Context: an optimization exercise on an open-source flow, tuned for small area. The choices shown serve that exercise and are no tape-out recipe.
Only simulation tests tie the RTL to the original design; equivalence was not proved.
Power is estimated from default activity; no workload was simulated.

<file path="flow/flow/run.sh">
#!/bin/bash
set -euo pipefail
here=$(pwd)
bash standard.sh \
  "POST_FLOORPLAN_TCL=$here/flow/downsize.tcl" \
  "BUFFER_PORTS_ARGS=-buffer_cell sky130_fd_sc_hd__buf_1" \
  "CTS_ARGS=-sink_clustering_enable -repair_clock_nets -sink_clustering_size 16 -sink_clustering_max_diameter 100 -buf_list sky130_fd_sc_hd__clkbuf_8 -dont_use_dummy_load" \
  finish > standard.log 2>&1
</file>
<file path="flow/flow/downsize.tcl">
# POST_FLOORPLAN hook: every logic cell that synthesis mapped to a larger
# drive strength is set back to the smallest cell of its family (same
# function and pins); among equally small cells the strongest is taken.
# The placement and routing steps that follow upsize or buffer again
# wherever slew, capacitance or timing need it.
set downsize_map {
  sky130_fd_sc_hd__a2111o_2 sky130_fd_sc_hd__a2111o_1
  sky130_fd_sc_hd__a2111o_4 sky130_fd_sc_hd__a2111o_1
  sky130_fd_sc_hd__a2111oi_1 sky130_fd_sc_hd__a2111oi_0
  sky130_fd_sc_hd__a2111oi_2 sky130_fd_sc_hd__a2111oi_0
  sky130_fd_sc_hd__a2111oi_4 sky130_fd_sc_hd__a2111oi_0
  sky130_fd_sc_hd__a211o_2 sky130_fd_sc_hd__a211o_1
  sky130_fd_sc_hd__a211o_4 sky130_fd_sc_hd__a211o_1
  sky130_fd_sc_hd__a211oi_2 sky130_fd_sc_hd__a211oi_1
  sky130_fd_sc_hd__a211oi_4 sky130_fd_sc_hd__a211oi_1
  sky130_fd_sc_hd__a21bo_1 sky130_fd_sc_hd__a21bo_2
  sky130_fd_sc_hd__a21bo_4 sky130_fd_sc_hd__a21bo_2
  sky130_fd_sc_hd__a21boi_0 sky130_fd_sc_hd__a21boi_1
  sky130_fd_sc_hd__a21boi_2 sky130_fd_sc_hd__a21boi_1
  sky130_fd_sc_hd__a21boi_4 sky130_fd_sc_hd__a21boi_1
  sky130_fd_sc_hd__a21o_2 sky130_fd_sc_hd__a21o_1
  sky130_fd_sc_hd__a21o_4 sky130_fd_sc_hd__a21o_1
  sky130_fd_sc_hd__a21oi_2 sky130_fd_sc_hd__a21oi_1
  sky130_fd_sc_hd__a21oi_4 sky130_fd_sc_hd__a21oi_1
  sky130_fd_sc_hd__a221o_2 sky130_fd_sc_hd__a221o_1
  sky130_fd_sc_hd__a221o_4 sky130_fd_sc_hd__a221o_1
  sky130_fd_sc_hd__a221oi_2 sky130_fd_sc_hd__a221oi_1
  sky130_fd_sc_hd__a221oi_4 sky130_fd_sc_hd__a221oi_1
  sky130_fd_sc_hd__a22o_2 sky130_fd_sc_hd__a22o_1
  sky130_fd_sc_hd__a22o_4 sky130_fd_sc_hd__a22o_1
  sky130_fd_sc_hd__a22oi_2 sky130_fd_sc_hd__a22oi_1
  sky130_fd_sc_hd__a22oi_4 sky130_fd_sc_hd__a22oi_1
  sky130_fd_sc_hd__a2bb2o_2 sky130_fd_sc_hd__a2bb2o_1
  sky130_fd_sc_hd__a2bb2o_4 sky130_fd_sc_hd__a2bb2o_1
  sky130_fd_sc_hd__a2bb2oi_2 sky130_fd_sc_hd__a2bb2oi_1
  sky130_fd_sc_hd__a2bb2oi_4 sky130_fd_sc_hd__a2bb2oi_1
  sky130_fd_sc_hd__a311o_2 sky130_fd_sc_hd__a311o_1
  sky130_fd_sc_hd__a311o_4 sky130_fd_sc_hd__a311o_1
  sky130_fd_sc_hd__a311oi_2 sky130_fd_sc_hd__a311oi_1
  sky130_fd_sc_hd__a311oi_4 sky130_fd_sc_hd__a311oi_1
  sky130_fd_sc_hd__a31o_1 sky130_fd_sc_hd__a31o_2
  sky130_fd_sc_hd__a31o_4 sky130_fd_sc_hd__a31o_2
  sky130_fd_sc_hd__a31oi_2 sky130_fd_sc_hd__a31oi_1
  sky130_fd_sc_hd__a31oi_4 sky130_fd_sc_hd__a31oi_1
  sky130_fd_sc_hd__a32o_2 sky130_fd_sc_hd__a32o_1
  sky130_fd_sc_hd__a32o_4 sky130_fd_sc_hd__a32o_1
  sky130_fd_sc_hd__a32oi_2 sky130_fd_sc_hd__a32oi_1
  sky130_fd_sc_hd__a32oi_4 sky130_fd_sc_hd__a32oi_1
  sky130_fd_sc_hd__a41o_2 sky130_fd_sc_hd__a41o_1
  sky130_fd_sc_hd__a41o_4 sky130_fd_sc_hd__a41o_1
  sky130_fd_sc_hd__a41oi_2 sky130_fd_sc_hd__a41oi_1
  sky130_fd_sc_hd__a41oi_4 sky130_fd_sc_hd__a41oi_1
  sky130_fd_sc_hd__and2_0 sky130_fd_sc_hd__and2_1
  sky130_fd_sc_hd__and2_2 sky130_fd_sc_hd__and2_1
  sky130_fd_sc_hd__and2_4 sky130_fd_sc_hd__and2_1
  sky130_fd_sc_hd__and2b_2 sky130_fd_sc_hd__and2b_1
  sky130_fd_sc_hd__and2b_4 sky130_fd_sc_hd__and2b_1
  sky130_fd_sc_hd__and3_2 sky130_fd_sc_hd__and3_1
  sky130_fd_sc_hd__and3_4 sky130_fd_sc_hd__and3_1
  sky130_fd_sc_hd__and3b_2 sky130_fd_sc_hd__and3b_1
  sky130_fd_sc_hd__and3b_4 sky130_fd_sc_hd__and3b_1
  sky130_fd_sc_hd__and4_2 sky130_fd_sc_hd__and4_1
  sky130_fd_sc_hd__and4_4 sky130_fd_sc_hd__and4_1
  sky130_fd_sc_hd__and4b_2 sky130_fd_sc_hd__and4b_1
  sky130_fd_sc_hd__and4b_4 sky130_fd_sc_hd__and4b_1
  sky130_fd_sc_hd__and4bb_1 sky130_fd_sc_hd__and4bb_2
  sky130_fd_sc_hd__and4bb_4 sky130_fd_sc_hd__and4bb_2
  sky130_fd_sc_hd__dfbbn_2 sky130_fd_sc_hd__dfbbn_1
  sky130_fd_sc_hd__dfrbp_2 sky130_fd_sc_hd__dfrbp_1
  sky130_fd_sc_hd__dfrtp_2 sky130_fd_sc_hd__dfrtp_1
  sky130_fd_sc_hd__dfrtp_4 sky130_fd_sc_hd__dfrtp_1
  sky130_fd_sc_hd__dfsbp_2 sky130_fd_sc_hd__dfsbp_1
  sky130_fd_sc_hd__dfstp_1 sky130_fd_sc_hd__dfstp_2
  sky130_fd_sc_hd__dfstp_4 sky130_fd_sc_hd__dfstp_2
  sky130_fd_sc_hd__dfxbp_2 sky130_fd_sc_hd__dfxbp_1
  sky130_fd_sc_hd__dfxtp_2 sky130_fd_sc_hd__dfxtp_1
  sky130_fd_sc_hd__dfxtp_4 sky130_fd_sc_hd__dfxtp_1
  sky130_fd_sc_hd__dlrbn_2 sky130_fd_sc_hd__dlrbn_1
  sky130_fd_sc_hd__dlrbp_2 sky130_fd_sc_hd__dlrbp_1
  sky130_fd_sc_hd__dlrtn_1 sky130_fd_sc_hd__dlrtn_2
  sky130_fd_sc_hd__dlrtn_4 sky130_fd_sc_hd__dlrtn_2
  sky130_fd_sc_hd__dlrtp_2 sky130_fd_sc_hd__dlrtp_1
  sky130_fd_sc_hd__dlrtp_4 sky130_fd_sc_hd__dlrtp_1
  sky130_fd_sc_hd__dlxbn_2 sky130_fd_sc_hd__dlxbn_1
  sky130_fd_sc_hd__dlxtn_2 sky130_fd_sc_hd__dlxtn_1
  sky130_fd_sc_hd__dlxtn_4 sky130_fd_sc_hd__dlxtn_1
  sky130_fd_sc_hd__fa_2 sky130_fd_sc_hd__fa_1
  sky130_fd_sc_hd__fa_4 sky130_fd_sc_hd__fa_1
  sky130_fd_sc_hd__ha_2 sky130_fd_sc_hd__ha_1
  sky130_fd_sc_hd__ha_4 sky130_fd_sc_hd__ha_1
  sky130_fd_sc_hd__maj3_2 sky130_fd_sc_hd__maj3_1
  sky130_fd_sc_hd__maj3_4 sky130_fd_sc_hd__maj3_1
  sky130_fd_sc_hd__mux2_1 sky130_fd_sc_hd__mux2_2
  sky130_fd_sc_hd__mux2_4 sky130_fd_sc_hd__mux2_2
  sky130_fd_sc_hd__mux2_8 sky130_fd_sc_hd__mux2_2
  sky130_fd_sc_hd__mux2i_2 sky130_fd_sc_hd__mux2i_1
  sky130_fd_sc_hd__mux2i_4 sky130_fd_sc_hd__mux2i_1
  sky130_fd_sc_hd__mux4_1 sky130_fd_sc_hd__mux4_2
  sky130_fd_sc_hd__mux4_4 sky130_fd_sc_hd__mux4_2
  sky130_fd_sc_hd__nand2_2 sky130_fd_sc_hd__nand2_1
  sky130_fd_sc_hd__nand2_4 sky130_fd_sc_hd__nand2_1
  sky130_fd_sc_hd__nand2_8 sky130_fd_sc_hd__nand2_1
  sky130_fd_sc_hd__nand2b_2 sky130_fd_sc_hd__nand2b_1
  sky130_fd_sc_hd__nand2b_4 sky130_fd_sc_hd__nand2b_1
  sky130_fd_sc_hd__nand3_2 sky130_fd_sc_hd__nand3_1
  sky130_fd_sc_hd__nand3_4 sky130_fd_sc_hd__nand3_1
  sky130_fd_sc_hd__nand3b_2 sky130_fd_sc_hd__nand3b_1
  sky130_fd_sc_hd__nand3b_4 sky130_fd_sc_hd__nand3b_1
  sky130_fd_sc_hd__nand4_2 sky130_fd_sc_hd__nand4_1
  sky130_fd_sc_hd__nand4_4 sky130_fd_sc_hd__nand4_1
  sky130_fd_sc_hd__nand4b_2 sky130_fd_sc_hd__nand4b_1
  sky130_fd_sc_hd__nand4b_4 sky130_fd_sc_hd__nand4b_1
  sky130_fd_sc_hd__nand4bb_2 sky130_fd_sc_hd__nand4bb_1
  sky130_fd_sc_hd__nand4bb_4 sky130_fd_sc_hd__nand4bb_1
  sky130_fd_sc_hd__nor2_2 sky130_fd_sc_hd__nor2_1
  sky130_fd_sc_hd__nor2_4 sky130_fd_sc_hd__nor2_1
  sky130_fd_sc_hd__nor2_8 sky130_fd_sc_hd__nor2_1
  sky130_fd_sc_hd__nor2b_2 sky130_fd_sc_hd__nor2b_1
  sky130_fd_sc_hd__nor2b_4 sky130_fd_sc_hd__nor2b_1
  sky130_fd_sc_hd__nor3_2 sky130_fd_sc_hd__nor3_1
  sky130_fd_sc_hd__nor3_4 sky130_fd_sc_hd__nor3_1
  sky130_fd_sc_hd__nor3b_2 sky130_fd_sc_hd__nor3b_1
  sky130_fd_sc_hd__nor3b_4 sky130_fd_sc_hd__nor3b_1
  sky130_fd_sc_hd__nor4_2 sky130_fd_sc_hd__nor4_1
  sky130_fd_sc_hd__nor4_4 sky130_fd_sc_hd__nor4_1
  sky130_fd_sc_hd__nor4b_2 sky130_fd_sc_hd__nor4b_1
  sky130_fd_sc_hd__nor4b_4 sky130_fd_sc_hd__nor4b_1
  sky130_fd_sc_hd__nor4bb_2 sky130_fd_sc_hd__nor4bb_1
  sky130_fd_sc_hd__nor4bb_4 sky130_fd_sc_hd__nor4bb_1
  sky130_fd_sc_hd__o2111a_2 sky130_fd_sc_hd__o2111a_1
  sky130_fd_sc_hd__o2111a_4 sky130_fd_sc_hd__o2111a_1
  sky130_fd_sc_hd__o2111ai_2 sky130_fd_sc_hd__o2111ai_1
  sky130_fd_sc_hd__o2111ai_4 sky130_fd_sc_hd__o2111ai_1
  sky130_fd_sc_hd__o211a_1 sky130_fd_sc_hd__o211a_2
  sky130_fd_sc_hd__o211a_4 sky130_fd_sc_hd__o211a_2
  sky130_fd_sc_hd__o211ai_2 sky130_fd_sc_hd__o211ai_1
  sky130_fd_sc_hd__o211ai_4 sky130_fd_sc_hd__o211ai_1
  sky130_fd_sc_hd__o21a_2 sky130_fd_sc_hd__o21a_1
  sky130_fd_sc_hd__o21a_4 sky130_fd_sc_hd__o21a_1
  sky130_fd_sc_hd__o21ai_0 sky130_fd_sc_hd__o21ai_1
  sky130_fd_sc_hd__o21ai_2 sky130_fd_sc_hd__o21ai_1
  sky130_fd_sc_hd__o21ai_4 sky130_fd_sc_hd__o21ai_1
  sky130_fd_sc_hd__o21ba_1 sky130_fd_sc_hd__o21ba_2
  sky130_fd_sc_hd__o21ba_4 sky130_fd_sc_hd__o21ba_2
  sky130_fd_sc_hd__o21bai_2 sky130_fd_sc_hd__o21bai_1
  sky130_fd_sc_hd__o21bai_4 sky130_fd_sc_hd__o21bai_1
  sky130_fd_sc_hd__o221a_1 sky130_fd_sc_hd__o221a_2
  sky130_fd_sc_hd__o221a_4 sky130_fd_sc_hd__o221a_2
  sky130_fd_sc_hd__o221ai_2 sky130_fd_sc_hd__o221ai_1
  sky130_fd_sc_hd__o221ai_4 sky130_fd_sc_hd__o221ai_1
  sky130_fd_sc_hd__o22a_2 sky130_fd_sc_hd__o22a_1
  sky130_fd_sc_hd__o22a_4 sky130_fd_sc_hd__o22a_1
  sky130_fd_sc_hd__o22ai_2 sky130_fd_sc_hd__o22ai_1
  sky130_fd_sc_hd__o22ai_4 sky130_fd_sc_hd__o22ai_1
  sky130_fd_sc_hd__o2bb2a_2 sky130_fd_sc_hd__o2bb2a_1
  sky130_fd_sc_hd__o2bb2a_4 sky130_fd_sc_hd__o2bb2a_1
  sky130_fd_sc_hd__o2bb2ai_2 sky130_fd_sc_hd__o2bb2ai_1
  sky130_fd_sc_hd__o2bb2ai_4 sky130_fd_sc_hd__o2bb2ai_1
  sky130_fd_sc_hd__o311a_2 sky130_fd_sc_hd__o311a_1
  sky130_fd_sc_hd__o311a_4 sky130_fd_sc_hd__o311a_1
  sky130_fd_sc_hd__o311ai_0 sky130_fd_sc_hd__o311ai_1
  sky130_fd_sc_hd__o311ai_2 sky130_fd_sc_hd__o311ai_1
  sky130_fd_sc_hd__o311ai_4 sky130_fd_sc_hd__o311ai_1
  sky130_fd_sc_hd__o31a_2 sky130_fd_sc_hd__o31a_1
  sky130_fd_sc_hd__o31a_4 sky130_fd_sc_hd__o31a_1
  sky130_fd_sc_hd__o31ai_2 sky130_fd_sc_hd__o31ai_1
  sky130_fd_sc_hd__o31ai_4 sky130_fd_sc_hd__o31ai_1
  sky130_fd_sc_hd__o32a_2 sky130_fd_sc_hd__o32a_1
  sky130_fd_sc_hd__o32a_4 sky130_fd_sc_hd__o32a_1
  sky130_fd_sc_hd__o32ai_2 sky130_fd_sc_hd__o32ai_1
  sky130_fd_sc_hd__o32ai_4 sky130_fd_sc_hd__o32ai_1
  sky130_fd_sc_hd__o41a_2 sky130_fd_sc_hd__o41a_1
  sky130_fd_sc_hd__o41a_4 sky130_fd_sc_hd__o41a_1
  sky130_fd_sc_hd__o41ai_2 sky130_fd_sc_hd__o41ai_1
  sky130_fd_sc_hd__o41ai_4 sky130_fd_sc_hd__o41ai_1
  sky130_fd_sc_hd__or2_0 sky130_fd_sc_hd__or2_2
  sky130_fd_sc_hd__or2_1 sky130_fd_sc_hd__or2_2
  sky130_fd_sc_hd__or2_4 sky130_fd_sc_hd__or2_2
  sky130_fd_sc_hd__or2b_2 sky130_fd_sc_hd__or2b_1
  sky130_fd_sc_hd__or2b_4 sky130_fd_sc_hd__or2b_1
  sky130_fd_sc_hd__or3_2 sky130_fd_sc_hd__or3_1
  sky130_fd_sc_hd__or3_4 sky130_fd_sc_hd__or3_1
  sky130_fd_sc_hd__or3b_1 sky130_fd_sc_hd__or3b_2
  sky130_fd_sc_hd__or3b_4 sky130_fd_sc_hd__or3b_2
  sky130_fd_sc_hd__or4_2 sky130_fd_sc_hd__or4_1
  sky130_fd_sc_hd__or4_4 sky130_fd_sc_hd__or4_1
  sky130_fd_sc_hd__or4b_1 sky130_fd_sc_hd__or4b_2
  sky130_fd_sc_hd__or4b_4 sky130_fd_sc_hd__or4b_2
  sky130_fd_sc_hd__or4bb_2 sky130_fd_sc_hd__or4bb_1
  sky130_fd_sc_hd__or4bb_4 sky130_fd_sc_hd__or4bb_1
  sky130_fd_sc_hd__sdfbbn_2 sky130_fd_sc_hd__sdfbbn_1
  sky130_fd_sc_hd__sdfrbp_2 sky130_fd_sc_hd__sdfrbp_1
  sky130_fd_sc_hd__sdfrtp_2 sky130_fd_sc_hd__sdfrtp_1
  sky130_fd_sc_hd__sdfrtp_4 sky130_fd_sc_hd__sdfrtp_1
  sky130_fd_sc_hd__sdfsbp_2 sky130_fd_sc_hd__sdfsbp_1
  sky130_fd_sc_hd__sdfstp_2 sky130_fd_sc_hd__sdfstp_1
  sky130_fd_sc_hd__sdfstp_4 sky130_fd_sc_hd__sdfstp_1
  sky130_fd_sc_hd__sdfxbp_2 sky130_fd_sc_hd__sdfxbp_1
  sky130_fd_sc_hd__sdfxtp_2 sky130_fd_sc_hd__sdfxtp_1
  sky130_fd_sc_hd__sdfxtp_4 sky130_fd_sc_hd__sdfxtp_1
  sky130_fd_sc_hd__sedfxbp_2 sky130_fd_sc_hd__sedfxbp_1
  sky130_fd_sc_hd__sedfxtp_2 sky130_fd_sc_hd__sedfxtp_1
  sky130_fd_sc_hd__sedfxtp_4 sky130_fd_sc_hd__sedfxtp_1
  sky130_fd_sc_hd__xnor2_2 sky130_fd_sc_hd__xnor2_1
  sky130_fd_sc_hd__xnor2_4 sky130_fd_sc_hd__xnor2_1
  sky130_fd_sc_hd__xnor3_2 sky130_fd_sc_hd__xnor3_1
  sky130_fd_sc_hd__xnor3_4 sky130_fd_sc_hd__xnor3_1
  sky130_fd_sc_hd__xor2_2 sky130_fd_sc_hd__xor2_1
  sky130_fd_sc_hd__xor2_4 sky130_fd_sc_hd__xor2_1
  sky130_fd_sc_hd__xor3_2 sky130_fd_sc_hd__xor3_1
  sky130_fd_sc_hd__xor3_4 sky130_fd_sc_hd__xor3_1
}
set n_down 0
foreach inst [get_cells *] {
  set master [get_property $inst ref_name]
  if { [dict exists $downsize_map $master] } {
    set target [dict get $downsize_map $master]
    replace_cell $inst [get_lib_cells */$target]
    incr n_down
  }
}
puts "downsize: replaced $n_down cells"
</file>
<file path="flow/standard.sh">
#!/bin/bash
# synth_recipe.tcl (not shown) runs the flow's synth.tcl, then flattens the netlist and writes it again
# the make line also repeats each setting of config.mk as NAME=value (left out here)
make -C /OpenROAD-flow-scripts/flow DESIGN_CONFIG=/design/flow/config.mk WORK_HOME=/design/flow/orfs CLKGATE_MAP_FILE= SYNTH_SCRIPT=/design/flow/synth_recipe.tcl "${@:-finish}"
</file>
<file path="flow/config.mk">
export PLATFORM = sky130hd
export DESIGN_NAME = conv2D_int16
export DESIGN_NICKNAME = conv2D_int16
export VERILOG_FILES = /design/flow/design.v
export SDC_FILE = /design/flow/constraint.sdc
export NUM_CORES = 4
export LEC_CHECK = 0
export CAP_MARGIN = 20
export CORE_MARGIN = 2
export CORE_UTILIZATION = 45
export CTS_BUF_LIST = sky130_fd_sc_hd__clkbuf_8
export CTS_CLUSTER_DIAMETER = 60
export CTS_CLUSTER_SIZE = 14
export GPL_TIMING_DRIVEN = 1
export PLACE_DENSITY = 0.6
export SLEW_MARGIN = 20
export SYNTH_HIERARCHICAL = 1
export SYNTH_MINIMUM_KEEP_SIZE = 0
</file>
<file path="flow/constraint.sdc">
create_clock -name core_clock -period 16.0 [get_ports {S_AXIS_ACLK}]
set_input_delay 3.2000 -clock core_clock [delete_from_list [all_inputs] [get_ports {S_AXIS_ACLK}]]
set_output_delay 3.2000 -clock core_clock [all_outputs]
set_load 0.01 [all_outputs]
</file>
<file path="flow/design.v">
`timescale 1ns / 1ps
module conv2D_int16(
    input wire  M_AXIS_ACLK,
    input wire  M_AXIS_ARESETN,
    input wire  S_AXIS_ACLK,
    input wire  S_AXIS_ARESETN,
    output wire  M_AXIS_TVALID,
    output wire [15:0] M_AXIS_TDATA,
    output wire [1:0] M_AXIS_TKEEP,
    output wire  M_AXIS_TLAST,
    input wire  M_AXIS_TREADY,
    output wire  S_AXIS_TREADY,
    input wire [15:0] S_AXIS_TDATA,
    input wire [1:0] S_AXIS_TKEEP,
    input wire  S_AXIS_TLAST,
    input wire  S_AXIS_TVALID
    );
    localparam IDLE = 3'b000, FILTER = 3'b001, DRAIN = 3'b010, STREAM = 3'b011,
               FILL0 = 3'b100, FILL3 = 3'b111;
    reg [2:0] state;
    reg [2:0] row;       
    wire RX = M_AXIS_TREADY && S_AXIS_TVALID;
    wire s_load   = state[2:1] == 2'b00;                 
    wire s_idle   = state == IDLE;
    wire s_fill   = state[2];
    wire s_stream = state == STREAM;
    wire s_drain  = state == DRAIN;
    wire ph0 = row[0];
    wire ph1 = row[1];
    wire ph2 = row[2];
    wire take = (s_fill || s_stream) && RX;          
    wire pad  = s_drain && !ph2;                     
    wire adv  = take || pad;                         
    assign S_AXIS_TREADY = M_AXIS_TREADY;
    assign M_AXIS_TKEEP  = 2'b11;
    assign M_AXIS_TLAST  = s_drain;
    assign M_AXIS_TVALID = ph2 && (s_drain || (s_stream && S_AXIS_TVALID));
    reg [15:0] f [0:8];
    integer i;
    always @(posedge S_AXIS_ACLK) begin
        if (s_load && RX) begin
            f[0] <= S_AXIS_TDATA;
            for (i = 1; i < 9; i = i + 1) f[i] <= f[i-1];
        end
    end
    wire [15:0] cA = ({16{ph0}} & f[2]) | ({16{ph1}} & f[5]) | ({16{ph2}} & f[8]);  
    wire [15:0] cB = ({16{ph0}} & f[1]) | ({16{ph1}} & f[4]) | ({16{ph2}} & f[7]);  
    wire [15:0] cC = ({16{ph0}} & f[0]) | ({16{ph1}} & f[3]) | ({16{ph2}} & f[6]);  
    wire [15:0] x = S_AXIS_TDATA;
    wire [16:0] xe = {x, 1'b0};
    wire [7:0] one, two, neg;
    genvar k;
    generate for (k = 0; k < 8; k = k + 1) begin : enc
        assign one[k] = take & (xe[2*k] ^ xe[2*k+1]);
        assign two[k] = take & ((xe[2*k+2] & ~xe[2*k+1] & ~xe[2*k]) | (~xe[2*k+2] & xe[2*k+1] & xe[2*k]));
        assign neg[k] = xe[2*k+2];
    end endgenerate
    wire negpar = ^neg;    
    reg [15:0] O, P0, P1, P2;
    wire [15:0] sA, sB, sC;
    mac16 mA (.one(one), .two(two), .neg(neg), .negpar(negpar), .c(cA), .acc(P0), .y(sA));
    mac16 mB (.one(one), .two(two), .neg(neg), .negpar(negpar), .c(cB), .acc(P1), .y(sB));
    mac16 mC (.one(one), .two(two), .neg(neg), .negpar(negpar), .c(cC), .acc(P2), .y(sC));
    wire shift = adv && ph0;
    always @(posedge S_AXIS_ACLK) begin
        if (shift) O <= sA;
        P0 <= shift ? sB : sA;
        P1 <= shift ? sC : sB;
        P2 <= shift ? 16'd0 : sC;
    end
    assign M_AXIS_TDATA = O;
    always @(posedge S_AXIS_ACLK) begin
        if (!S_AXIS_ARESETN) begin
            state <= IDLE;
            row   <= 3'b001;
        end else begin
            if (adv) row <= {row[1:0], row[2]};   
            if (s_fill) begin
                if (RX && ph2) state <= {1'b1, state[1] ^ state[0], !state[0]};   
                if (RX && ph0 && state == FILL3) state <= STREAM;
            end else begin
                case (state)
                    IDLE: begin
                        if (RX) state <= FILTER;
                        else row <= 3'b001;
                    end
                    FILTER: if (RX && S_AXIS_TLAST) state <= FILL0;
                    STREAM: if (RX && S_AXIS_TLAST) state <= DRAIN;
                    DRAIN: if (ph2 && M_AXIS_TREADY) state <= IDLE;
                    default: state <= IDLE;
                endcase
            end
        end
    end
endmodule
module mac16(input wire [7:0] one, input wire [7:0] two, input wire [7:0] neg, input wire negpar, input wire [15:0] c, input wire [15:0] acc, output wire [15:0] y);
wire p1;
wire p2;
wire p3;
wire p4;
wire p5;
wire p6;
wire p7;
wire p8;
wire p9;
wire p10;
wire p11;
wire p12;
wire p13;
wire p14;
wire p15;
wire p16;
wire p17;
wire p18;
wire p19;
wire p20;
wire p21;
wire p22;
wire p23;
wire p24;
wire p25;
wire p26;
wire p27;
wire p28;
wire p29;
wire p30;
wire p31;
wire p32;
wire p33;
wire p34;
wire p35;
wire p36;
wire p37;
wire p38;
wire p39;
wire p40;
wire p41;
wire p42;
wire p43;
wire p44;
wire p45;
wire p46;
wire p47;
wire p48;
wire p49;
wire p50;
wire p51;
wire p52;
wire p53;
wire p54;
wire p55;
wire p56;
wire p57;
wire p58;
wire p59;
wire p60;
wire p61;
wire p62;
wire p63;
wire p64;
wire p65;
wire p66;
wire p67;
wire p68;
wire p69;
wire p70;
wire p71;
wire p72;
wire s73;
wire k74;
wire s75;
wire k76;
wire s77;
wire k78;
wire s79;
wire k80;
wire s81;
wire k82;
wire s83;
wire k84;
wire s85;
wire k86;
wire s87;
wire k88;
wire s89;
wire k90;
wire s91;
wire k92;
wire s93;
wire k94;
wire s95;
wire k96;
wire s97;
wire k98;
wire s99;
wire k100;
wire s101;
wire k102;
wire s103;
wire k104;
wire s105;
wire k106;
wire s107;
wire k108;
wire s109;
wire k110;
wire s111;
wire k112;
wire s113;
wire k114;
wire s115;
wire k116;
wire s117;
wire k118;
wire s119;
wire k120;
wire s121;
wire k122;
wire s123;
wire k124;
wire s125;
wire k126;
wire s127;
wire k128;
wire s129;
wire k130;
wire s131;
wire k132;
wire s133;
wire k134;
wire s135;
wire k136;
wire s137;
wire k138;
wire s139;
wire k140;
wire s141;
wire k142;
wire s143;
wire k144;
wire s145;
wire k146;
wire s147;
wire k148;
wire s149;
wire k150;
wire s151;
wire k152;
wire s153;
wire k154;
wire s155;
wire k156;
wire s157;
wire k158;
wire s159;
wire k160;
wire s161;
wire k162;
wire s163;
wire k164;
wire s165;
wire k166;
wire s167;
wire k168;
wire s169;
wire k170;
wire s171;
wire k172;
wire s173;
wire k174;
wire s175;
wire k176;
wire s177;
wire k178;
wire s179;
wire k180;
wire s181;
wire k182;
wire s183;
wire k184;
wire s185;
wire k186;
wire s187;
wire k188;
wire s189;
wire k190;
wire s191;
wire k192;
wire s193;
wire k194;
wire s195;
wire k196;
wire s197;
wire k198;
wire s199;
wire k200;
wire s201;
wire s202;
wire s203;
wire s204;
wire s205;
wire s206;
wire s207;
wire s208;
wire s209;
assign p1 = (c[0] & one[0]) ^ neg[0];
assign p2 = ((c[1] & one[0]) | (c[0] & two[0])) ^ neg[0];
assign p3 = ((c[2] & one[0]) | (c[1] & two[0])) ^ neg[0];
assign p4 = ((c[3] & one[0]) | (c[2] & two[0])) ^ neg[0];
assign p5 = ((c[4] & one[0]) | (c[3] & two[0])) ^ neg[0];
assign p6 = ((c[5] & one[0]) | (c[4] & two[0])) ^ neg[0];
assign p7 = ((c[6] & one[0]) | (c[5] & two[0])) ^ neg[0];
assign p8 = ((c[7] & one[0]) | (c[6] & two[0])) ^ neg[0];
assign p9 = ((c[8] & one[0]) | (c[7] & two[0])) ^ neg[0];
assign p10 = ((c[9] & one[0]) | (c[8] & two[0])) ^ neg[0];
assign p11 = ((c[10] & one[0]) | (c[9] & two[0])) ^ neg[0];
assign p12 = ((c[11] & one[0]) | (c[10] & two[0])) ^ neg[0];
assign p13 = ((c[12] & one[0]) | (c[11] & two[0])) ^ neg[0];
assign p14 = ((c[13] & one[0]) | (c[12] & two[0])) ^ neg[0];
assign p15 = ((c[14] & one[0]) | (c[13] & two[0])) ^ neg[0];
assign p16 = ((c[15] & one[0]) | (c[14] & two[0]));
assign p17 = (c[0] & one[1]) ^ neg[1];
assign p18 = ((c[1] & one[1]) | (c[0] & two[1])) ^ neg[1];
assign p19 = ((c[2] & one[1]) | (c[1] & two[1])) ^ neg[1];
assign p20 = ((c[3] & one[1]) | (c[2] & two[1])) ^ neg[1];
assign p21 = ((c[4] & one[1]) | (c[3] & two[1])) ^ neg[1];
assign p22 = ((c[5] & one[1]) | (c[4] & two[1])) ^ neg[1];
assign p23 = ((c[6] & one[1]) | (c[5] & two[1])) ^ neg[1];
assign p24 = ((c[7] & one[1]) | (c[6] & two[1])) ^ neg[1];
assign p25 = ((c[8] & one[1]) | (c[7] & two[1])) ^ neg[1];
assign p26 = ((c[9] & one[1]) | (c[8] & two[1])) ^ neg[1];
assign p27 = ((c[10] & one[1]) | (c[9] & two[1])) ^ neg[1];
assign p28 = ((c[11] & one[1]) | (c[10] & two[1])) ^ neg[1];
assign p29 = ((c[12] & one[1]) | (c[11] & two[1])) ^ neg[1];
assign p30 = ((c[13] & one[1]) | (c[12] & two[1]));
assign p31 = (c[0] & one[2]) ^ neg[2];
assign p32 = ((c[1] & one[2]) | (c[0] & two[2])) ^ neg[2];
assign p33 = ((c[2] & one[2]) | (c[1] & two[2])) ^ neg[2];
assign p34 = ((c[3] & one[2]) | (c[2] & two[2])) ^ neg[2];
assign p35 = ((c[4] & one[2]) | (c[3] & two[2])) ^ neg[2];
assign p36 = ((c[5] & one[2]) | (c[4] & two[2])) ^ neg[2];
assign p37 = ((c[6] & one[2]) | (c[5] & two[2])) ^ neg[2];
assign p38 = ((c[7] & one[2]) | (c[6] & two[2])) ^ neg[2];
assign p39 = ((c[8] & one[2]) | (c[7] & two[2])) ^ neg[2];
assign p40 = ((c[9] & one[2]) | (c[8] & two[2])) ^ neg[2];
assign p41 = ((c[10] & one[2]) | (c[9] & two[2])) ^ neg[2];
assign p42 = ((c[11] & one[2]) | (c[10] & two[2]));
assign p43 = (c[0] & one[3]) ^ neg[3];
assign p44 = ((c[1] & one[3]) | (c[0] & two[3])) ^ neg[3];
assign p45 = ((c[2] & one[3]) | (c[1] & two[3])) ^ neg[3];
assign p46 = ((c[3] & one[3]) | (c[2] & two[3])) ^ neg[3];
assign p47 = ((c[4] & one[3]) | (c[3] & two[3])) ^ neg[3];
assign p48 = ((c[5] & one[3]) | (c[4] & two[3])) ^ neg[3];
assign p49 = ((c[6] & one[3]) | (c[5] & two[3])) ^ neg[3];
assign p50 = ((c[7] & one[3]) | (c[6] & two[3])) ^ neg[3];
assign p51 = ((c[8] & one[3]) | (c[7] & two[3])) ^ neg[3];
assign p52 = ((c[9] & one[3]) | (c[8] & two[3]));
assign p53 = (c[0] & one[4]) ^ neg[4];
assign p54 = ((c[1] & one[4]) | (c[0] & two[4])) ^ neg[4];
assign p55 = ((c[2] & one[4]) | (c[1] & two[4])) ^ neg[4];
assign p56 = ((c[3] & one[4]) | (c[2] & two[4])) ^ neg[4];
assign p57 = ((c[4] & one[4]) | (c[3] & two[4])) ^ neg[4];
assign p58 = ((c[5] & one[4]) | (c[4] & two[4])) ^ neg[4];
assign p59 = ((c[6] & one[4]) | (c[5] & two[4])) ^ neg[4];
assign p60 = ((c[7] & one[4]) | (c[6] & two[4]));
assign p61 = (c[0] & one[5]) ^ neg[5];
assign p62 = ((c[1] & one[5]) | (c[0] & two[5])) ^ neg[5];
assign p63 = ((c[2] & one[5]) | (c[1] & two[5])) ^ neg[5];
assign p64 = ((c[3] & one[5]) | (c[2] & two[5])) ^ neg[5];
assign p65 = ((c[4] & one[5]) | (c[3] & two[5])) ^ neg[5];
assign p66 = ((c[5] & one[5]) | (c[4] & two[5]));
assign p67 = (c[0] & one[6]) ^ neg[6];
assign p68 = ((c[1] & one[6]) | (c[0] & two[6])) ^ neg[6];
assign p69 = ((c[2] & one[6]) | (c[1] & two[6])) ^ neg[6];
assign p70 = ((c[3] & one[6]) | (c[2] & two[6]));
assign p71 = (c[0] & one[7]) ^ neg[7];
assign p72 = ((c[1] & one[7]) | (c[0] & two[7]));
fa_cell us73 (.a(acc[0]), .b(neg[0]), .c(p1), .s(s73), .co(k74));
fa_cell us75 (.a(acc[1]), .b(p2), .c(k74), .s(s75), .co(k76));
fa_cell us77 (.a(acc[2]), .b(neg[1]), .c(p3), .s(s77), .co(k78));
fa_cell us79 (.a(p17), .b(s77), .c(k76), .s(s79), .co(k80));
fa_cell us81 (.a(acc[3]), .b(p4), .c(p18), .s(s81), .co(k82));
fa_cell us83 (.a(k78), .b(s81), .c(k80), .s(s83), .co(k84));
fa_cell us85 (.a(acc[4]), .b(neg[2]), .c(p5), .s(s85), .co(k86));
fa_cell us87 (.a(p19), .b(p31), .c(k82), .s(s87), .co(k88));
fa_cell us89 (.a(s85), .b(s87), .c(k84), .s(s89), .co(k90));
fa_cell us91 (.a(acc[5]), .b(p6), .c(p20), .s(s91), .co(k92));
fa_cell us93 (.a(p32), .b(k86), .c(s91), .s(s93), .co(k94));
fa_cell us95 (.a(k88), .b(s93), .c(k90), .s(s95), .co(k96));
fa_cell us97 (.a(acc[6]), .b(neg[3]), .c(p7), .s(s97), .co(k98));
fa_cell us99 (.a(p21), .b(p33), .c(p43), .s(s99), .co(k100));
fa_cell us101 (.a(k92), .b(s97), .c(s99), .s(s101), .co(k102));
fa_cell us103 (.a(k94), .b(s101), .c(k96), .s(s103), .co(k104));
fa_cell us105 (.a(acc[7]), .b(p8), .c(p22), .s(s105), .co(k106));
fa_cell us107 (.a(p34), .b(p44), .c(k98), .s(s107), .co(k108));
fa_cell us109 (.a(k100), .b(s105), .c(k102), .s(s109), .co(k110));
fa_cell us111 (.a(s107), .b(s109), .c(k104), .s(s111), .co(k112));
fa_cell us113 (.a(acc[8]), .b(neg[4]), .c(p9), .s(s113), .co(k114));
fa_cell us115 (.a(p23), .b(p35), .c(p45), .s(s115), .co(k116));
fa_cell us117 (.a(p53), .b(k106), .c(s113), .s(s117), .co(k118));
fa_cell us119 (.a(s115), .b(k108), .c(s117), .s(s119), .co(k120));
fa_cell us121 (.a(k110), .b(s119), .c(k112), .s(s121), .co(k122));
fa_cell us123 (.a(acc[9]), .b(p10), .c(p24), .s(s123), .co(k124));
fa_cell us125 (.a(p36), .b(p46), .c(p54), .s(s125), .co(k126));
fa_cell us127 (.a(k114), .b(k116), .c(s123), .s(s127), .co(k128));
fa_cell us129 (.a(s125), .b(k118), .c(s127), .s(s129), .co(k130));
fa_cell us131 (.a(k120), .b(s129), .c(k122), .s(s131), .co(k132));
fa_cell us133 (.a(acc[10]), .b(neg[5]), .c(p11), .s(s133), .co(k134));
fa_cell us135 (.a(p25), .b(p37), .c(p47), .s(s135), .co(k136));
fa_cell us137 (.a(p55), .b(p61), .c(k124), .s(s137), .co(k138));
fa_cell us139 (.a(k126), .b(s133), .c(s135), .s(s139), .co(k140));
fa_cell us141 (.a(k128), .b(s137), .c(s139), .s(s141), .co(k142));
fa_cell us143 (.a(k130), .b(s141), .c(k132), .s(s143), .co(k144));
fa_cell us145 (.a(acc[11]), .b(p12), .c(p26), .s(s145), .co(k146));
fa_cell us147 (.a(p38), .b(p48), .c(p56), .s(s147), .co(k148));
fa_cell us149 (.a(p62), .b(k134), .c(k136), .s(s149), .co(k150));
fa_cell us151 (.a(s145), .b(s147), .c(k138), .s(s151), .co(k152));
fa_cell us153 (.a(k140), .b(s149), .c(s151), .s(s153), .co(k154));
fa_cell us155 (.a(k142), .b(s153), .c(k144), .s(s155), .co(k156));
fa_cell us157 (.a(acc[12]), .b(neg[6]), .c(p13), .s(s157), .co(k158));
fa_cell us159 (.a(p27), .b(p39), .c(p49), .s(s159), .co(k160));
fa_cell us161 (.a(p57), .b(p63), .c(p67), .s(s161), .co(k162));
fa_cell us163 (.a(k146), .b(k148), .c(s157), .s(s163), .co(k164));
fa_cell us165 (.a(s159), .b(s161), .c(k150), .s(s165), .co(k166));
fa_cell us167 (.a(s163), .b(k152), .c(s165), .s(s167), .co(k168));
fa_cell us169 (.a(k154), .b(s167), .c(k156), .s(s169), .co(k170));
fa_cell us171 (.a(acc[13]), .b(p14), .c(p28), .s(s171), .co(k172));
fa_cell us173 (.a(p40), .b(p50), .c(p58), .s(s173), .co(k174));
fa_cell us175 (.a(p64), .b(p68), .c(k158), .s(s175), .co(k176));
fa_cell us177 (.a(k160), .b(k162), .c(s171), .s(s177), .co(k178));
fa_cell us179 (.a(s173), .b(k164), .c(s175), .s(s179), .co(k180));
fa_cell us181 (.a(s177), .b(k166), .c(s179), .s(s181), .co(k182));
fa_cell us183 (.a(k168), .b(s181), .c(k170), .s(s183), .co(k184));
fa_cell us185 (.a(acc[14]), .b(neg[7]), .c(p15), .s(s185), .co(k186));
fa_cell us187 (.a(p29), .b(p41), .c(p51), .s(s187), .co(k188));
fa_cell us189 (.a(p59), .b(p65), .c(p69), .s(s189), .co(k190));
fa_cell us191 (.a(p71), .b(k172), .c(k174), .s(s191), .co(k192));
fa_cell us193 (.a(s185), .b(s187), .c(s189), .s(s193), .co(k194));
fa_cell us195 (.a(k176), .b(k178), .c(s191), .s(s195), .co(k196));
fa_cell us197 (.a(s193), .b(k180), .c(s195), .s(s197), .co(k198));
fa_cell us199 (.a(k182), .b(s197), .c(k184), .s(s199), .co(k200));
assign s201 = acc[15] ^ negpar ^ p16;
assign s202 = p30 ^ p42 ^ p52;
assign s203 = p60 ^ p66 ^ p70;
assign s204 = p72 ^ k186 ^ k188;
assign s205 = k190 ^ s201 ^ s202;
assign s206 = s203 ^ k192 ^ k194;
assign s207 = s204 ^ s205 ^ k196;
assign s208 = s206 ^ k198 ^ s207;
assign s209 = s208 ^ k200;
assign y = {s209, s199, s183, s169, s155, s143, s131, s121, s111, s103, s95, s89, s83, s79, s75, s73};
endmodule
module fa_cell(input wire a, input wire b, input wire c, output wire s, output wire co);
assign s = a ^ b ^ c;
assign co = (a & b) | (a & c) | (b & c);
endmodule
module ha_cell(input wire a, input wire b, output wire s, output wire co);
assign s = a ^ b;
assign co = a & b;
endmodule
</file>
==> notes.md <==
-- registers in the layout, summed over array words and instances, names as in the netlist --
register and cells:
row 3, P0 16, f 144, O 16, state 3, P1 16, P2 16
-- per-module statistics from Yosys, one instance, submodules excluded --
| module | cell area (sq um) | times used |
|---|---|---|
| mac16 | 1519 | 3 |
| conv2D_int16 | 7774 | 1 |
| fa_cell | 20.02 | 192 |
-- power by group --
group / internal, mW / switching [mW]
Clock: 0.0962 / 0.178
Combinational: 1.03 / 0.913
Sequential: 0.768 / 0.0497
Total: 1.89 / 1.14
-- worst max-delay path by stage --
stage                              from  endpoint  slack, ps  depth (start not counted)
after detailed placement  M_AXIS_TREADY    P0[15]       3840                         27
final                     M_AXIS_TREADY    P0[15]       4410                         27
after CTS                 M_AXIS_TREADY    P0[15]       4440                         27
after global placement    M_AXIS_TREADY    P0[15]       3930                         27
after floorplan           M_AXIS_TREADY   f[0][0]       2160                          2
after global routing      M_AXIS_TREADY    P0[15]       4080                         27
-- cell families after synthesis --
family          after synthesis  share of synthesized area, %
compound gates              265                         13.41
xor+xnor                    251                         14.24
buf+inv                     220                         6.947
flops                       214                         36.39
fa+ha+maj                   196                         24.07
simple gates                 94                         2.561
mux                          34                         2.352
other cells                   1                       0.02318
-- cell type report --
class	instances	share of cell area, %
Sequential cell	214	35.85
Tap cell	461	3.511
Inverter	53	1.211
Multi-Input combinational cell	842	55.34
Timing Repair Buffer	76	2.666
Clock buffer	17	1.424
-- cell usage after synthesis, types with 31 or more instances --
cell / number / area [sq um]
sky130_fd_sc_hd__xnor2_1: 232 / 2032
sky130_fd_sc_hd__fa_1: 192 / 3844
sky130_fd_sc_hd__a22oi_1: 178 / 1336
sky130_fd_sc_hd__edfxtp_1: 160 / 4805
sky130_fd_sc_hd__clkbuf_1: 64 / 240.2
sky130_fd_sc_hd__buf_4: 57 / 427.9
sky130_fd_sc_hd__dfxtp_1: 54 / 1081
sky130_fd_sc_hd__inv_1: 53 / 198.9
sky130_fd_sc_hd__a222oi_1: 48 / 480.5
sky130_fd_sc_hd__nand2_1: 38 / 142.6
sky130_fd_sc_hd__nor2_1: 34 / 127.6
sky130_fd_sc_hd__mux2_2: 31 / 349.1
-- worst register-to-register path, delay by kind of cell, from the launching register on --
kind	cells	cell delay (ps)
flops	1	430
buf+inv	2	600
fa+ha+maj	16	6360
xor+xnor	5	1150
simple gates	2	490
compound gates	1	130
mux	1	280
-- layer usage --
layer,vias up,routed length [um]
li1,4292,-
met1,5198,17620
met2,445,18390
met3,44,3136
met4,0,637
met5,-,0
==> notes.md <==
The die is 193.6 um tall. For this run, the register share of the synthesized area comes to 36.39%. In the final layout, the share of cells above drive strength 1 is between 8 and 9%. The final number of setup-violating endpoints is 0. The worst setup path is launched from an input pin.

Headroom to the max-slew limit came out at a little over two fifths. The ratio of routed vias to standard cells is approximately 6.0. For this run, global-route usage on met3 was measured as about 3.2%. The routed length per instance is between 20 and 25 um.

The first-pass GRT wire length came out at about 62000 um. The critical path start-end classification is input pin to flip-flop. The largest fanout on the critical path is 22. The number of rows created at floorplan is just under 70.

Counting both buffers and inverters, the worst setup path holds a total of 3. The data required time at the worst endpoint came out at 16450 ps. Summing all non-filler instances in the final layout gives an area of approximately 16000 sq um. The worst setup path is captured at a flip-flop. The clock root buffer is sky130_fd_sc_hd__clkbuf_8. The final hold slack came out at 433.9 ps. The final total power is 3.032 mW. The initial cell density of the core is roughly 46%. On the final layout, the worst clock skew is about 55 ps. The number of register bits inferred by synthesis came out at about 210. The tightest min-delay check is of the flip-flop to flip-flop type.

The final number of hold-violating endpoints is 0. Among cell families on the critical path, the largest total delay comes from adder cells. The post-detailed-route DRC marker count came out at 0.

The maximum clock path buffer count came out at 3. The endpoint identified for the worst register-to-register timing path is P0[15]. In this run the most critical hold path is launched from f[7][5]. The number of warnings issued by yosys is 8. The number of sinks on the clock net is roughly 210. The number of optimization iterations in the first detailed-route pass came out at 10. The data arrival at the endpoint of the critical path came out at approximately 12000 ps.

Buffers inserted to repair hold after CTS numbered 0. The global routing usage on met2 is roughly a third. The post-synthesis cell area is roughly 16000 sq um. IR analysis of the VDD net gives a maximum drop of 0.1330 mV. In this run, the number of DRC markers left after iteration 0 of detailed routing was ~1100. Post-CTS timing repair inserted 0 buffers for setup.

The net count of the finished layout is approximately 1400. The number of cells on the worst hold path is 0. The pin slew with the least headroom to its limit is roughly 870 ps. The cell that appears most often on the critical path is sky130_fd_sc_hd__fa_1. The most instantiated flip-flop cell in the synthesis netlist is sky130_fd_sc_hd__edfxtp_1. The area of the core is 35480 sq um. The number of max-cap violations is 0.

Setup repair after global routing left no endpoint under its margin. The number of global-route vias before repair came out at 10487. The summed negative setup slack over all endpoints is 0 ps.

The port buffer count came out at 39. During I/O placement, the number of pins put on the boundary was 46. The fraction of the cycle the final worst path needs came out at between 70 and 80%. After clock tree synthesis, the repair step resized 0 gates. The final number of max-transition violations is 0. The met1 global-route usage came out at between 30% and 40%. The post-DP HPWL is 26860 um. The number of cells on the worst reg-to-reg path is 27. The count of antenna diodes in the layout came out at 0. The setup check on the worst reg-to-reg path leaves a slack of 6490 ps. The delay of the slowest cell on the worst path is 430 ps. Entering global routing, the biggest net connects 90 pins. The leakage power summed over all cells is about 5.3 nW.

The final standard cell count with taps included and fillers excluded is approximately 1700. The register area came out at just under 6000 sq um. After global routing, the most crowded layer is met2. The clock insertion delay at the later pin of the skew report is 550 ps. The number of antenna violations at the first check in global routing came out at 0. The final worst setup slack is roughly 4400 ps. The maximum clock frequency came out at roughly 86 MHz. The power per cell area is 184.6 nW/um^2. In the layout the commonest cells are sky130_fd_sc_hd__xnor2_1 (235), sky130_fd_sc_hd__a22oi_1 (194), sky130_fd_sc_hd__fa_1 (192), sky130_fd_sc_hd__edfxtp_1 (160), sky130_fd_sc_hd__inv_1 (53). The leading cell type in the layout, fill and taps excluded is sky130_fd_sc_hd__xnor2_1.

The area overhead of the layout relative to synthesis came out at 1.571%. The mean instance size in the synthesized netlist came out at about 13 sq um. The number of H-tree levels is 1.

In this run the critical register-to-register path is launched from state[1]. The filler cells instantiated in the layout total approximately 3200. The number of nets with antenna violations after detailed routing came out at 0. The minimum setup slack after placement came out at roughly 3800 ps. The cell area after placement is 16190 sq um. The global routing usage summed across all routing layers came out at 21.34%. The placed cell count came out at about 1600.

The slowest stage of the critical path belongs to the cell sky130_fd_sc_hd__fa_1. Synthesis instantiated between 40 and 50 different standard cells from the library. The worst hold path terminates at f[8][5]. Counting I/O delays and the setup requirement, the final critical path takes roughly 12000 ps. The multi-input combinational cells in the finished layout cover a total of 9091 sq um.

The final core area utilization came out at between 40% and 50%. Clock tree synthesis inserted a total of 17 buffers. The routed via count came out at 9979. The routability congestion estimate came out at between 0.8 and 0.9. TritonCTS built the clock tree.

The die is approximately 190 um wide. The clock transition at the register clock pins on the worst setup and hold paths after CTS is about 110 ps. The number of flops mapped to enable cells by yosys is 160. The die covers roughly 37000 sq um.

The flow ran to the end and the layout has no timing, DRC or antenna violations. The aggregate routed wire length came out at 39780 um. The synthesized instance count came out at about 1300.

The leftover overflow at the end of global routing is 0. Counting flops with an async set or reset pin after synthesis yields a share of 0%.

separate check: timing with driven ports:
The results above use ideal ports. As a check the final layout listed here was re-extracted and re-timed, cells and wires unchanged.
Step 1: set_driving_cell puts a clkbuf_16 on S_AXIS_ACLK and a buf_2 on each other input, an assumption about the parent block.
Step 2 also shifts input and output timing later by t, the mid clock arrival at the registers, as if the neighbouring blocks saw the same clock.
a / b / c = no drivers / after step 1 / after step 2; a / b = the first two.
shift t [ns]: 0.569
setup slack, ns: 4.409 / 4.434 / 3.866
worst setup path at the end: input to register
worst register clock-pin slew, ns: 0.11 / 0.11
After both steps this run still meets setup and hold. For this run, drivers alone change the setup slack by +0.025 ns; drivers and shift together by -0.543 ns.
